Context: an optimization exercise on an open-source flow, tuned for a short achievable clock period and few clock cycles. The choices shown serve that exercise and are no tape-out recipe. Only simulation tests tie the RTL to the original design; equivalence was not proved. Power figures rest on the tool's default switching activity, not on a simulated workload.

## v6
// cpu
module cpu #(
  parameter PC_INITIAL = 12'h0F
)
(
  input clk,
  input rst,
  output reg mem_write,
  output reg [31:0] to_mem,
  output reg [11:0] mem_addr,
  input [31:0] from_mem,
  output reg halted
);
Size: roughly 2800 flip-flops, ~80 I/O pins.
Settings: LEC_CHECK=0, ABC_CLOCK_PERIOD_IN_PS=3000, CAP_MARGIN=30, CORE_MARGIN=2, CORE_UTILIZATION=45, SETUP_SLACK_MARGIN=5, SLEW_MARGIN=30; clock period 10.0 ns.
standard.sh (not shown) runs the stock make flow with config.mk's settings and CLKGATE_MAP_FILE= SYNTH_SCRIPT=/design/flow/synth_recipe.tcl, a recipe that flattens the netlist after the stock synthesis.
==> flow/flow/run.sh <==
#!/bin/bash
set -euo pipefail
MARGIN=$(cat flow/margin.txt)
bash standard.sh SETUP_SLACK_MARGIN=$MARGIN finish > standard_flow.log 2>&1
==> flow/flow/margin.txt <==
7.5
Testbench counts of v6, summed over its fixed seeds: cycles 81,722.
### v6 -> v7
--- a/flow/design.v
+++ b/flow/design.v
@@ -124,64 +124,51 @@
   wire [31:0] imm = {{20{r_src[11]}}, r_src};
   wire [31:0] b_val = r_s ? imm : rs_val;
   wire        r_right = !r_src[11];
   wire [11:0] r_mag   = r_right ? r_src : (12'd0 - r_src);
   wire [4:0]  r_k     = (r_mag > 12'd16) ? 5'd16 : r_mag[4:0];
   wire [4:0]  r_amt   = r_right ? r_k : (5'd0 - r_k);
   wire [31:0] r_mask  = r_right ? (32'hFFFFFFFF >> r_k) : (32'hFFFFFFFF << r_k);
   wire port_e  = e_store | stop;
   wire r_issue = r_valid & r_ldmem & !stall & !port_e;
   wire r_adv   = r_valid & !stall & !r_ldmem;           
   wire r_free  = !r_valid | r_adv | r_issue;
   wire [31:0] d_ins = d_ic ? ic_q : from_mem;
-  function le12;
-    input [11:0] x;
-    input [11:0] y;
-    reg [11:0] lt, eq;
-    integer i;
-    begin
-      lt = ~x & y;
-      eq = ~(x ^ y);
-      le12 = 1'b1;
-      for (i = 0; i < 12; i = i + 1)
-        le12 = lt[i] | (eq[i] & le12);
-    end
-  endfunction
   wire [3:0]  d_op  = d_ins[31:28];
   wire        d_s   = d_ins[27];
   wire [2:0]  d_cc  = d_ins[26:24];
   wire [11:0] d_src = d_ins[23:12];
   wire [11:0] d_dst = d_ins[11:0];
   wire d_is_ld  = (d_op == 4'b0001);
   wire d_is_st  = (d_op == 4'b0010);
   wire d_is_br  = (d_op == 4'b0011);
   wire d_is_xor = (d_op == 4'b0100);
   wire d_is_add = (d_op == 4'b0101);
   wire d_is_rot = (d_op == 4'b0110);
   wire d_is_shf = (d_op == 4'b0111);
   wire d_is_hlt = (d_op == 4'b1000);
   wire d_is_cmp = (d_op == 4'b1001);
   wire d_ok     = d_valid & !stop;
   wire port_r   = port_e | r_issue;
   wire d_take   = d_ok & r_free;                
   wire d_drop   = d_ok & !r_free;               
   wire d_replay = d_drop & !port_r;
   wire q_issue  = d_take & !port_r & !stall & !(r_valid & r_st);
   wire q_pred   = d_take & !port_r & !d_bpred;
   wire i_issue  = d_ic & q_issue & (ic_q[31:27] == 5'b00010);
   wire i_pred   = d_ic & q_pred & (ic_q[31:28] == 4'b0011) &
-                  ((ic_q[26:24] == 3'd0) | le12(ic_q[11:0], pc_d));
+                  ((ic_q[26:24] == 3'd0) | (ic_q[11:0] <= pc_d));
   wire m_issue  = !d_ic & q_issue & (from_mem[31:27] == 5'b00010);
   wire m_pred   = !d_ic & q_pred & (from_mem[31:28] == 4'b0011) &
-                  ((from_mem[26:24] == 3'd0) | le12(from_mem[11:0], pc_d));
+                  ((from_mem[26:24] == 3'd0) | (from_mem[11:0] <= pc_d));
   wire d_issue  = i_issue | m_issue;
   wire d_pred   = i_pred | m_pred;
   wire [3:0]  f_idx = mem_addr[3:0];
   wire        f_hitm = btb_v[f_idx] & (btb_tag[f_idx] == mem_addr[11:4]);
   wire [3:0]  g_idx = fpc[3:0];
   wire        f_hitc = btb_v[g_idx] & (btb_tag[g_idx] == fpc[11:4]);
   wire        f_hit = pk_fetch ? f_hitm : (ic_go & f_hitc);
   wire [11:0] f_tgt = pk_fetch ? btb_tgt[f_idx] : btb_tgt[g_idx];
   wire [4:0]  c_idx = fpc[4:0];
   wire        ic_go = (pk_load | mem_write) & !halted & ic_hit;
   wire [11:0] fpc_p1   = fpc + 12'd1;
   wire [11:0] fpc_p2   = fpc + 12'd2;
--- outcome ---
Compared v6 against v7; core box area within noise. Looking at worst-case setup margin in the final layout, v7 sits 0.064 ns higher than v6 does. As far as routed wire length is concerned, v6 and v7 perform about the same. Compared with v6, v7 is the more power-hungry design. Diff v6 -> v7: signal arrival time at the worst endpoint shrank by 0.02 ns; clock skew shrank by 0.015 ns. Comparing v6 with v7, the horizontal extent of the die came out essentially unchanged. For the share of layout cells above drive strength 1, v7 came in 2.2 points higher than v6 did. Of v7 and v6, v7 shows the higher count of buffers added by post-CTS timing repair for setup, with v6 below it.
Testbench counts of v7, summed over its fixed seeds: cycles 81,722.

port drivers added, routing unchanged:
No port has a modelled driver above. Below, the same layouts with a new extraction and two added sets of constraints.
Step 1, drivers: a clkbuf_16 drives clk and a buf_2 each remaining input, both assumed.
Step 2 times the ports against the registers' clock, not the clock port: input delays grow and output delays shrink by t, the midpoint of the rising clock arrivals with the driver on.
Three values: no drivers, after step 1, after step 2; two values: the first two.
run | shift t [ns] | setup slack, ns | pins driven straight from the clock port
v6 | 1.060 | 6.133 / 6.133 / 5.361 | 1
v7 | 1.060 | 6.196 / 6.196 / 5.205 | 1
After both steps every run listed still meets setup and hold. The setup slack of v7, which loses most, moves by 0.000 ns with the drivers and by -0.991 ns with both steps.
